Source: an optimization exercise on an open RTL-to-GDS flow (aim: small area). Production flows keep margins and buffers that such runs may drop.
In this exercise RTL edits were held to simulation tests only and were not proved equivalent to the original.
Power and IR drop assume default switching activity.

[flow/run.sh]
#!/bin/bash
# synth_recipe.tcl (not shown) runs the flow's synth.tcl, then flattens the netlist and writes it again
# the make line also repeats each setting of config.mk as NAME=value (left out here)
make -C /OpenROAD-flow-scripts/flow DESIGN_CONFIG=/design/flow/config.mk WORK_HOME=/design/flow/orfs CLKGATE_MAP_FILE= SYNTH_SCRIPT=/design/flow/synth_recipe.tcl finish
[flow/config.mk]
export PLATFORM = sky130hd
export DESIGN_NAME = CPUCore
export DESIGN_NICKNAME = CPUCore
export VERILOG_FILES = /design/flow/design.v
export SDC_FILE = /design/flow/constraint.sdc
export NUM_CORES = 4
export LEC_CHECK = 0
export CAP_MARGIN = 20
export CORE_MARGIN = 2
export CORE_UTILIZATION = 40
export PLACE_DENSITY = 0.6
export SLEW_MARGIN = 20
[flow/constraint.sdc]
create_clock -name core_clock -period 10.0 [get_ports {clk}]
set_input_delay 2.0000 -clock core_clock [delete_from_list [all_inputs] [get_ports {clk}]]
set_output_delay 2.0000 -clock core_clock [all_outputs]
set_load 0.01 [all_outputs]
[flow/design.v]
module ALUcntrl
(
input [3:0] Opcode,
input [3:0] OpcodeExt_ImmHi,
input [15:0] Reg2Data,
input [3:0] Rsrc_ImmLo,
output reg [3:0] ALUctrl,
output reg [15:0] Rsrc_Imm
);
reg [15:0] signExt, zeroExt, shiftExt;
reg [7:0] Imm;
parameter ADDI = 4'b0101;
parameter SUBI = 4'b1001;
parameter CMPI = 4'b1011;
parameter ANDI = 4'b0001;
parameter ORI = 4'b0010;
parameter XORI = 4'b0011;
parameter MOVI = 4'b1101;
parameter LSH= 4'b1000;
parameter LUI = 4'b1111;
parameter ADD = 4'b0101;
parameter SUB = 4'b1001;
parameter CMP = 4'b1011;
parameter AND = 4'b0001;
parameter OR = 4'b0010;
parameter XOR = 4'b0011;
parameter MOV = 4'b1101;
always@(*) begin
	Rsrc_Imm <= 16'b0;
	Imm <= {OpcodeExt_ImmHi[3:0], Rsrc_ImmLo[3:0]};  
	zeroExt <= {8'b00000000, Imm[7:0]};  
	signExt <= {{8{Imm[7]}}, Imm[7:0]};  
	shiftExt <= {{12{Rsrc_ImmLo[3]}}, Imm[3:0]};  
	case(Opcode) 
		ADDI: begin ALUctrl <= 4'b0101; Rsrc_Imm <= signExt; end
		SUBI: begin ALUctrl <= 4'b1001; Rsrc_Imm <= signExt; end
		CMPI: begin ALUctrl <= 4'b1011; Rsrc_Imm <= signExt; end
		ANDI: begin ALUctrl <= 4'b0001; Rsrc_Imm <= zeroExt; end
		ORI: begin ALUctrl <= 4'b0010; Rsrc_Imm <= zeroExt; end
		XORI: begin ALUctrl <= 4'b0011; Rsrc_Imm <= zeroExt; end
		MOVI: begin ALUctrl <= 4'b1101; Rsrc_Imm <= zeroExt; end
		LSH:
			if(OpcodeExt_ImmHi[2])  
			begin
				ALUctrl <= 4'b0100;
			end
		else if (OpcodeExt_ImmHi[0])
			begin
				ALUctrl <= 4'b0111;  
				Rsrc_Imm <= shiftExt;
			end
		else 
			begin
				ALUctrl <= 4'b0000;  
				Rsrc_Imm <= shiftExt;
			end
		LUI:
		begin
			ALUctrl <= 4'b1111; 
			Rsrc_Imm <= {8'b0, Imm[7:0]};
		end
		default: case(OpcodeExt_ImmHi)  
			ADD: begin ALUctrl <= 4'b0101; Rsrc_Imm <= Reg2Data; end
			SUB: begin ALUctrl <= 4'b1001; Rsrc_Imm <= Reg2Data; end
			CMP: begin ALUctrl <= 4'b1011; Rsrc_Imm <= Reg2Data; end
			AND: begin ALUctrl <= 4'b0001; Rsrc_Imm <= Reg2Data; end
			OR: begin ALUctrl <= 4'b0010; Rsrc_Imm <= Reg2Data; end
			XOR: begin ALUctrl <= 4'b0011; Rsrc_Imm <= Reg2Data; end
			MOV: begin ALUctrl <= 4'b1101; Rsrc_Imm <= Reg2Data; end
			default: begin ALUctrl <= 4'b0000; Rsrc_Imm <= Reg2Data; end 
			endcase
		endcase
	end
endmodule
module ALU (
	input clk,
	input Reset,
	input ALUen,
	input [15:0] Rdest,
	input [15:0] Rsrc,
	input [3:0] alucont,
	output reg [15:0] result,
	output reg [15:0] PSR
);
parameter ADD = 4'b0101;
parameter SUB = 4'b1001;
parameter AND = 4'b0001;
parameter OR = 4'b0010;
parameter XOR = 4'b0011;
parameter LSH = 4'b0100;
parameter LSHI = 4'b0000;
parameter RSHI = 4'b0111;
parameter CMP = 4'b1011;
parameter MOV = 4'b1101;
parameter LUI = 4'b1111;
reg [16:0] temp;   
reg [15:0] PSR_next;  
always @(posedge clk) begin
	if (~Reset) PSR <= 16'b0;
	else PSR <= PSR_next & 16'h00E5;
end
always @(*) begin
	result = 16'b0;
	temp = 17'b0;
	PSR_next = PSR;
	if (ALUen) begin
	case (alucont)
		AND: result = Rdest & Rsrc;  
		OR: result = Rdest | Rsrc;   
		XOR: result = Rdest ^ Rsrc;  
		MOV: result = Rsrc; 		 
		ADD: begin
			temp = Rdest + Rsrc;  
			result = temp[15:0];  
			PSR_next[0] = temp[16];  
			PSR_next[5] = (Rdest[15] == Rsrc[15]) && (result[15] != Rdest[15]);  
		end
		SUB: begin
			temp = Rdest + (~Rsrc + 1);  
			result = temp[15:0];  
			PSR_next[0] = temp[16];  
			PSR_next[5] = (Rdest[15] != Rsrc[15]) && (result[15] != Rdest[15]);  
		end
		LSH: begin
			if (Rsrc == 16'b1111111111111111) begin       
				 result = Rdest >> 1;          				 
			end else if (Rsrc == 16'h0001) begin			 
				 result = Rdest << 1;          				 
			end else begin
				 result = Rdest;               				 
			end
      end
		LSHI:begin
			result = Rdest << Rsrc;  
		end
		RSHI:begin
			result = Rdest >> Rsrc;  
		end
		CMP: begin
			temp = Rdest - Rsrc;	 
		   result = 16'b0;
			PSR_next[6] = (temp[15:0] == 16'b0);    
			PSR_next[7] = temp[16];                 
			PSR_next[2] = (temp[15] == 1'b1);       
		end
		LUI:
			result = (Rsrc << 8) | Rdest[7:0];  
		default: result = 16'b0;  
	endcase
	end
end
endmodule
module mux(
input [15:0] data1, data2,
input select,
output [15:0] dataout
);
assign dataout = select ? data1 : data2;
endmodule
module Controller(
input clk,
input Reset,
input [3:0] OpCode,
input [3:0] OpCodeExt_ImmHi,
input [3:0] RSource_ImmLo,     
output reg AluEn,
output reg MemMuxEn,
output reg RegFileEn,
output reg MemWriteEn,
output reg PCEn,
output reg InstrEn,
output reg PCRead,
output reg PCWrite
);
reg [3:0] state;
reg [3:0] NS;
parameter FETCH = 4'b0000;
parameter DECODE = 4'b0001;
parameter MEMEX = 4'b0010;  
parameter ALUEX = 4'b0011;  
parameter REGWB = 4'b0111;
parameter MEMWB = 4'b0100;
parameter JEX = 4'b0101;
parameter JEXWB = 4'b1000;
parameter PCUPDATE = 4'b1111;
parameter MEMTYPE = 4'b0100;
parameter BranchTYPE = 4'b1100;
always @(posedge clk) begin
	if(~Reset)
	begin
	state <= FETCH;
	end
	else state <= NS;
end
always @(*) begin
	NS <= FETCH;
	case(state)
		FETCH:NS<= DECODE;
		DECODE:begin
			case(OpCode)
				MEMTYPE:begin
					if(OpCodeExt_ImmHi == 4'b0000 || OpCodeExt_ImmHi == 4'b0100)begin
					NS <= MEMEX;  
					end
					if(OpCodeExt_ImmHi == 4'b1100 || OpCodeExt_ImmHi == 4'b1000 || OpCodeExt_ImmHi == 4'b1111)begin
					NS <= JEX;  
					end
				end
				BranchTYPE: NS <= JEX;
				default: NS <= ALUEX;
				endcase
		end
		MEMEX:NS <= MEMWB;
		ALUEX:NS <= REGWB;
		REGWB: NS <= JEX;
		MEMWB: NS <= JEX;
		JEX: NS <= JEXWB;
		JEXWB: NS <= PCUPDATE;
		PCUPDATE: NS <= FETCH;
		default:NS <= FETCH;
	endcase
		if(~Reset)
		begin
			NS <= FETCH;
		end
end
always @(*) begin
	AluEn <= 0;
	MemMuxEn <= 0;
	RegFileEn <= 0;
	PCEn <= 0;
	MemWriteEn <= 0;
	InstrEn <= 0;
	PCRead <= 0;
	PCWrite <= 0;
	case(state)
		FETCH:begin
			AluEn <= 0;
			MemMuxEn <= 0;
			RegFileEn <= 0;
			PCEn <= 0;
			MemWriteEn <= 0;
			InstrEn <= 1;
			PCRead <= 1;
			PCWrite <= 0;
		end
		DECODE:begin
		end
		MEMEX: begin
		MemMuxEn <= 1;
		end
		ALUEX:AluEn <= 1;
		MEMWB:begin
			if(OpCode == 4'b0100 && OpCodeExt_ImmHi == 4'b0100) begin
				MemWriteEn <=1;
				RegFileEn <= 0;
			end
			else if(OpCode == 4'b0100 && OpCodeExt_ImmHi == 4'b0000)begin
				MemMuxEn <= 1;
				RegFileEn <= 1;
			end
			else
			RegFileEn <=1;
		end
		REGWB: begin
		if((OpCode == 4'b0000 && OpCodeExt_ImmHi == 4'b1011)||(OpCode == 4'b1011 || (OpCode == 4'b0100 && OpCodeExt_ImmHi == 4'b0100))) RegFileEn <=0;
		else RegFileEn <=1;
		AluEn <= 1;
		end
		JEX: begin
			PCEn <= 1;
		end
		JEXWB: begin
			PCWrite <=1;
			MemWriteEn <= 1;
		end
		PCUPDATE: begin
			PCRead <= 1;
		end
		default: RegFileEn <=0;
		endcase
end
endmodule
module InstrReg(
input clk,
input En,
input [15:0] instruction,
output reg[3:0] opcode,
output reg[3:0] opcodeExt_ImmHi,
output reg[3:0] Rdest,
output reg[3:0] Rsrc_ImmLo
);
always @(posedge clk)
	if(En)begin
		opcode <= instruction[15:12];  
		Rdest <= instruction[11:8];	 
		opcodeExt_ImmHi <= instruction[7:4];	 
		Rsrc_ImmLo <= instruction[3:0];  
	end
endmodule
module PCControl(
input clk, PCen, Reset,
input [15:0] PSR,             
input [15:0] RegData,
input [3:0] dispLo,           
input [3:0] OpcodeExt_dispHi,
input [3:0] CondRlink,        
input [3:0] Opcode,           
output reg [15:0]PC           
);
reg [3:0] RlinkIndex;
reg [15:0] Rlink [7:0];
parameter JUMP = 4'b0100;
parameter BCOND = 4'b1100;
parameter EQ = 4'b0000;  
parameter NE = 4'b0001;  
parameter GE = 4'b1101;  
parameter CS = 4'b0010;  
parameter CC = 4'b0011;  
parameter HI = 4'b0100;  
parameter LS = 4'b0101;  
parameter LO = 4'b1010;  
parameter HS = 4'b1011;  
parameter GT = 4'b0110;  
parameter LE = 4'b0111;  
parameter FS = 4'b1000;  
parameter FC = 4'b1001;  
parameter LT = 4'b1100;  
parameter UC = 4'b1110;  
parameter JAL = 4'b1000;  
parameter JCOND = 4'b1100;  
parameter RET = 4'b1111;  
always @(posedge clk) begin
if(~Reset) begin
	PC <= 16'h0;
	RlinkIndex <= 4'd0;
end
else if(PCen)begin
    case (Opcode)
        JUMP: begin
            case (OpcodeExt_dispHi)
                JAL: begin
						  if (RlinkIndex < 8) begin
								Rlink[RlinkIndex] <= PC + 1'b1;
								RlinkIndex <= RlinkIndex + 1'b1;
							end
                    PC <= RegData;
                end
                JCOND: begin
                    case (CondRlink)
                        EQ: PC <= PSR[6] ? RegData : PC + 1'b1;   
                        NE: PC <= ~PSR[6] ? RegData : PC + 1'b1;  
                        GE: PC <= (PSR[7] | PSR[6]) ? RegData : PC + 1'b1;  
                        CS: PC <= PSR[0] ? RegData : PC + 1'b1;  
                        CC: PC <= ~PSR[0] ? RegData : PC + 1'b1;  
                        HI: PC <= PSR[2] ? RegData : PC + 1'b1;  
                        LS: PC <= ~PSR[2] ? RegData : PC + 1'b1;  
                        LO: PC <= (~PSR[2] & ~PSR[6]) ? RegData : PC + 1'b1;  
                        HS: PC <= (PSR[2] | PSR[6]) ? RegData : PC + 1'b1;  
                        GT: PC <= PSR[7] ? RegData : PC + 1'b1;  
                        LE: PC <= ~PSR[7] ? RegData : PC + 1'b1;  
                        FS: PC <= PSR[5] ? RegData : PC + 1'b1;  
                        FC: PC <= ~PSR[5] ? RegData : PC + 1'b1;  
                        LT: PC <= (~PSR[7] & ~PSR[6]) ? RegData : PC + 1'b1;  
                        UC: PC <= RegData;  
                        default: PC <= PC + 1'b1;  
                    endcase
                end
                RET: begin
					 if(RlinkIndex >0) begin
							RlinkIndex <= RlinkIndex - 1;
                    PC <= Rlink[RlinkIndex - 1];
                end else begin
						 PC <= PC +1;
						 end
					 end
                default: PC <= PC + 1'b1;  
            endcase
        end
        BCOND: begin
            case (CondRlink)
                EQ: PC <= PSR[6] ? PC + {{8{OpcodeExt_dispHi[3]}},OpcodeExt_dispHi[3:0], dispLo[3:0]} : PC + 1'b1;   
                NE: PC <= ~PSR[6] ? PC + {{8{OpcodeExt_dispHi[3]}},OpcodeExt_dispHi[3:0], dispLo[3:0]} : PC + 1'b1;  
                GE: PC <= (PSR[7] | PSR[6]) ? PC + {{8{OpcodeExt_dispHi[3]}},OpcodeExt_dispHi[3:0], dispLo[3:0]} : PC + 1'b1;  
                CS: PC <= PSR[0] ? PC + {{8{OpcodeExt_dispHi[3]}},OpcodeExt_dispHi[3:0], dispLo[3:0]} : PC + 1'b1;  
                CC: PC <= ~PSR[0] ? PC + {{8{OpcodeExt_dispHi[3]}},OpcodeExt_dispHi[3:0], dispLo[3:0]} : PC + 1'b1;  
                HI: PC <= PSR[2] ? PC + {{8{OpcodeExt_dispHi[3]}},OpcodeExt_dispHi[3:0], dispLo[3:0]} : PC + 1'b1;  
                LS: PC <= ~PSR[2] ? PC + {{8{OpcodeExt_dispHi[3]}},OpcodeExt_dispHi[3:0], dispLo[3:0]} : PC + 1'b1;  
                LO: PC <= (~PSR[2] & ~PSR[6]) ? PC + {{8{OpcodeExt_dispHi[3]}},OpcodeExt_dispHi[3:0], dispLo[3:0]} : PC + 1'b1;  
                HS: PC <= (PSR[2] | PSR[6]) ? PC + {{8{OpcodeExt_dispHi[3]}},OpcodeExt_dispHi[3:0], dispLo[3:0]} : PC + 1'b1;  
                GT: PC <= PSR[7] ? PC + {{8{OpcodeExt_dispHi[3]}},OpcodeExt_dispHi[3:0], dispLo[3:0]} : PC + 1'b1;  
                LE: PC <= ~PSR[7] ? PC + {{8{OpcodeExt_dispHi[3]}},OpcodeExt_dispHi[3:0], dispLo[3:0]} : PC + 1'b1;  
                FS: PC <= PSR[5] ? PC + {{8{OpcodeExt_dispHi[3]}},OpcodeExt_dispHi[3:0], dispLo[3:0]} : PC + 1'b1;  
                FC: PC <= ~PSR[5] ? PC + {{8{OpcodeExt_dispHi[3]}},OpcodeExt_dispHi[3:0], dispLo[3:0]} : PC + 1'b1;  
                LT: PC <= (~PSR[7] & ~PSR[6]) ? PC + {{8{OpcodeExt_dispHi[3]}},OpcodeExt_dispHi[3:0], dispLo[3:0]} : PC + 1'b1;  
                UC: PC <= PC + {{8{OpcodeExt_dispHi[3]}},OpcodeExt_dispHi[3:0], dispLo[3:0]};  
                default: PC <= PC + 1'b1;  
            endcase
        end
        default: PC <= PC + 1'b1;  
    endcase
	 end
end
endmodule
module RegFile (
	 input Reset,
    input clk,                     
    input En,                      
    input [3:0] read_addr,         
    input [3:0] readwrite_addr,    
    input [15:0] write_data,       
    output [15:0] read_data1,      
    output [15:0] read_data2       
);
	reg [15:0] registers [15:0];
	integer i;  
always @(posedge clk) begin
        if (!Reset) begin
            for (i = 0; i < 16; i = i + 1) begin
		    registers[i] <= 16'h0000;  
            end
        end 
	else if (En) begin  
            registers[readwrite_addr] <= write_data;  
        end
		  end
 assign read_data2 = registers[read_addr];  
 assign read_data1 = registers[readwrite_addr];  
endmodule
module CPUCore(
input clk,
input Reset,
output wire [15:0] mem_addr,
output wire        mem_we,
output wire [15:0] mem_wdata,
input  wire [15:0] mem_rdata
);
wire[3:0] OpCodeExt_ImmHi;
wire[3:0] OpCode;
wire[3:0] Rdest;
wire[3:0] Rsrc_ImmLo;
wire AluEn;
wire MemMuxEn;
wire RegFileEn;
wire MemWriteEn;
wire PCEn;
wire InstrEn;
wire PCRead;
wire PCWrite;
wire [15:0] PC;
wire[15:0] read_data1;  
wire[15:0] read_data2;
wire [15:0] MemData;
wire [15:0] Rsrc_ImmData;
wire [15:0] ALUResult;
wire [15:0] PSR;
wire [3:0]alucont;
wire [15:0] Mem_a1;
wire [15:0] MemAddr;
wire [15:0] AluMuxOut;
wire [15:0] MemDataFromMux;
assign MemData   = mem_rdata;
assign mem_addr  = MemAddr;
assign mem_we    = MemWriteEn;
assign mem_wdata = MemDataFromMux;
InstrReg InstrReg(
.clk(clk),
.En(InstrEn),
.instruction(MemData),
.opcode(OpCode),
.opcodeExt_ImmHi(OpCodeExt_ImmHi),
.Rdest(Rdest),
.Rsrc_ImmLo(Rsrc_ImmLo)
);
Controller Controller(
	.clk(clk),
	.Reset(Reset),
	.OpCode(OpCode),
	.OpCodeExt_ImmHi(OpCodeExt_ImmHi),
	.RSource_ImmLo(Rsrc_ImmLo),
	.AluEn(AluEn),
	.MemMuxEn(MemMuxEn),
	.RegFileEn(RegFileEn),
	.PCEn(PCEn),
	.PCRead(PCRead),
	.PCWrite(PCWrite),
	.MemWriteEn(MemWriteEn),
	.InstrEn(InstrEn)
);
PCControl PCControl(
	.Reset(Reset),
	.clk(clk),
	.PSR(PSR),
	.PCen(PCEn),
	.RegData(read_data2),
	.dispLo(Rsrc_ImmLo),   
	.OpcodeExt_dispHi(OpCodeExt_ImmHi),
	.CondRlink(Rdest),
	.Opcode(OpCode),  
	.PC(PC)  
);
RegFile RegFile (
	 .Reset(Reset),
    .clk(clk),                 
    .En(RegFileEn),                  
    .read_addr(Rsrc_ImmLo),  
    .readwrite_addr(Rdest),    
    .write_data(AluMuxOut),   
    .read_data1(read_data1),  
    .read_data2(read_data2)   
);
ALUcntrl ALUcntrl
(
	.Opcode(OpCode),
	.OpcodeExt_ImmHi(OpCodeExt_ImmHi),
	.Reg2Data(read_data2),
	.Rsrc_ImmLo(Rsrc_ImmLo),
	.ALUctrl(alucont),
	.Rsrc_Imm(Rsrc_ImmData)
);
ALU ALU (
	.clk(clk),
	.Reset(Reset),
	.ALUen(AluEn),
	.Rdest(read_data1),
	.Rsrc(Rsrc_ImmData),
	.alucont(alucont),
	.result(ALUResult),
	.PSR(PSR)
);
mux muxALu(
.select(MemMuxEn),
.data1(MemData),
.data2(ALUResult),
.dataout(AluMuxOut)
);
mux muxMEM1(
.select(PCWrite),
.data1(16'h8000),
.data2(read_data2),  
.dataout(Mem_a1)
);
mux muxMEM2(
.select(PCRead),
.data1(PC),
.data2(Mem_a1),
.dataout(MemAddr)
);
mux muxMEMdata(
.select(PCWrite),
.data1(PC),
.data2(read_data1),
.dataout(MemDataFromMux)
);
endmodule
==> metrics.yaml <==
status: "complete, no violations"
cts-resized-gates: 0
first_pass_iters: 8
final_util_pct: 44.9
min_delay_path_depth: 1
areaGrowthSynthToFinish_pct: 10.9
synth_area_sq_mm: 0.0308
worstPathMaxFanout: 39
ys_seq_area_share_pct: 41.4
finalHoldViolations: 0
slew_violations: 0
cts-buffers-inserted: 48
synth_seq_cells: 437
critPathCaptureType: "register"
cts_setup_buffers: 0
seqPwrFrac_pct: 26.1
cts_tree: "done"
leakagePower_uw: 0.0119
fin_crit_ps: 7270
grt_max_degree: 49
placed_cell_area_sq_mm: 0.0325
design_area_sq_mm: 0.0341
swShare_pct: 46.4
start_util_pct: 40.5
multi_input_area_sq_mm: 0.0167
antenna_found_initial: 5
final_cell_mix: "nor2_1, edfxtp_1, nand2_1"
dr_total_vias: 29000
cap_violations: 0
place_congestion: 0.980
p_int_uw: 4640
vias_per_cell: 6.96
reg2regPathDepth: 19
rsz0062_at_grt: "false"
die-area_sq_mm: 0.0792
worstHoldStart: "Controller.state[2]"
pwr_density_cell_mw_per_mm2: 253
ir_drop_uv: 185
pre_cts_ws_ps: 2910
worst_pin_slew_ps: 1180
finalWorstSetupSlack_ps: 2730
grt_overflow: 0
setup-violations-final: 0
nFillCells: 7227
syn_nets: 3206
layout-drive-gt1-share_pct: 14.1
cts_num_sinks: 437
reg2reg_to: "RegFile.registers[1][14]"
async_reset_ff_share_pct: 0
fin_crit_sh_pct: 72.7
regArea_sq_mm: 0.0128
h-tree-depth: 2
path_clk_slew_ps: 60
layout.nets: 3179
drc: 0
clkPwrFrac_pct: 21.1
cts_max_path_buffers: 3
ys_warn_count: 6
routed_wl_mm: 141
cts_root_buf: "clkbuf_16"
wl_per_cell_microns: 33.7
slew_headroom_pct: 21.3
skew_ps: 57.4
synth_area_per_cell_sq_um: 9.83
io_buffers: 50
gr-usage-all-layers_pct: 35.0
synth.distinct_cells: 94
tns_ps: 0
min_path_type: "reg2reg"
synth_edf_count: 400
r2r_setup_slack_ps: 2730
die_y_microns: 281
crit_arrival_ps: 7580
drt_iter0_drc: 4590
p_comb_share_pct: 52.9
core_sq_mm: 0.0761
final_common_cell: "nor2_1"
synth_cells: 3130
first_global_vias: 27200
synth-main-ff-cell: "edfxtp_1"
ys_top_cells_by_area: "edfxtp_1, mux4_2, nor2_1"
fp-row-count: 101
power_switching_uw: 4010
cts_hold_buf: 0
yosysTopAreaCell: "edfxtp_1"
fmax_mhz: 138
setup.worst_path.start_class: "register"
hold_end: "Controller.state[1]"
dp_hpwl_mm: 99.0
ant_nets: 0
netlist.area_leader.share_pct: 39.0
worstSkewPairLatency_ps: 640
cp.required_ps: 10310
floorplan.io_pins: 51
grt_pass1_wl_mm: 199
crit_type: "reg2reg"
fp.dieW_microns: 281
hold_ws_ps: 606
## power groups by stage
stage	registers (uW)	clock network (uW)	logic [uW]
finish	2250	1820	4570
global route	2270	1900	4750
CTS	2250	1840	4380
detailed placement	2290	0	4360
global placement	2280	0	4380
floorplan	2130	0	2870
## metal layers
| metal | wire (microns) | global-route usage, % | vias up |
|---|---|---|---|
| li1 | - | - | 11900 |
| met4 | 7450 | 15.8 | 2 |
| met1 | 55100 | 48.8 | 14300 |
| met2 | 59200 | 51.0 | 2302 |
| met3 | 18700 | 9.04 | 445 |
| met5 | 13 | 0 | - |
## critical path, stage by stage, from the launching register on
cell and delay [ps]:
dfxtp_4 780, buf_4 570, mux4_2 390, mux2_2 320, a32oi_1 530, and2_1 520, inv_1 390, ha_1 450
inv_1 90, o21bai_1 160, a2111o_1 450, a31oi_1 290, o21bai_1 130, a21oi_1 400, o2bb2ai_1 220, o31ai_1 140
xor2_1 190, a211o_1 310, o21ba_2 500, nor3_1 110
## cell type report
cell class | instances | share of cell area (%)
multi-input combinational | 2373 | 49.1
sequential | 437 | 37.4
timing repair buffer | 170 | 4.18
tap | 1030 | 3.78
clock buffer | 60 | 3.65
clock inverter | 28 | 1.11
inverter | 73 | 0.803
antenna | 1 | 0.00733
## worst max-delay path by stage
stage | startpoint | to | slack [ps] | cells after the start
after detailed placement | register | RegFile.registers[1][14] | 2910 | 19
after global routing | register | RegFile.registers[13][14] | 2440 | 19
after floorplan | register | RegFile.registers[0][14] | 4080 | 24
final | register | RegFile.registers[1][14] | 2730 | 19
after global placement | register | RegFile.registers[11][11] | 2980 | 14
after CTS | register | RegFile.registers[1][14] | 2880 | 19
## state kept, by name (all words and copies together) (netlist names), named ones only
signal                    cells
InstrReg.opcode               4
PCControl.Rlink             128
PCControl.RlinkIndex          4
ALU.PSR                       5
RegFile.registers           256
InstrReg.Rdest                4
InstrReg.opcodeExt_ImmHi      4
PCControl.PC                 16
Controller.state              4
InstrReg.Rsrc_ImmLo           4
## through the flow
step	std cells	total power (uW)
3_5_place_dp	4083	6650
5_1_grt	4171	8920
2_1_floorplan	3130	5000
4_1_cts	4171	8470
6_report	4172	8650
3_3_place_gp	4080	6660
## synthesized netlist by cell type (10+ instances only)
cell type    n
nor2b_1     16
nand2b_1    27
dfxtp_1     37
a221oi_1    42
a2111oi_0   10
xor2_1      14
nor3_1      90
o21a_1      12
buf_1       19
mux2i_1     72
a211oi_1    27
a22o_1      18
o22ai_1     29
nand3_1     68
or2_2       11
nor4_1      24
or3_1       14
and2_1      23
nand2_1    331
inv_1       66
o41ai_1     10
clkbuf_1   169
ha_1        56
edfxtp_1   400
o211ai_1    22
o21bai_1    14
nor2_1     460
and3_1      23
a21o_1      20
mux2_2      25
buf_4       11
buf_2       32
a21oi_1    195
o2111ai_1   13
xnor2_1     34
mux4_2     162
o21ai_1     10
buf_6       16
o21ai_0    216
nand4_1     36
a22oi_1     24
a31oi_1     41
o221ai_1    25
## cell families after synthesis
family / after synthesis / synth area share [%]
flops: 437 / 41.4
xor+xnor: 48 / 1.37
fa+ha+maj: 58 / 2.41
buf+inv: 320 / 4.56
mux: 260 / 15.2
compound gates: 840 / 18.1
simple gates: 1167 / 17.0

==> re-timing with driven ports <==
No port has a modelled driver above. Below, the same layout with a new extraction and two added sets of constraints. Step 1 assumes that a clkbuf_16 drives the clock port and a buf_2 every other input. Step 2 adds t to the input delays and takes it off the output delays; t is the mean of the earliest and latest rising clock arrival at the registers after step 1. Input paths then give back, and output paths get back, about the clock's delay inside the block. Three values: ideal, step 1, step 2; two values: the first two.
t (ns): 0.679
setup slack, ns: 2.735 / 2.735 / 2.735
pins driven straight from the clock port: 1
After both steps setup and hold are still met in this run. The setup slack of this run moves by 0.000 ns with the drivers and by 0.000 ns with both steps.
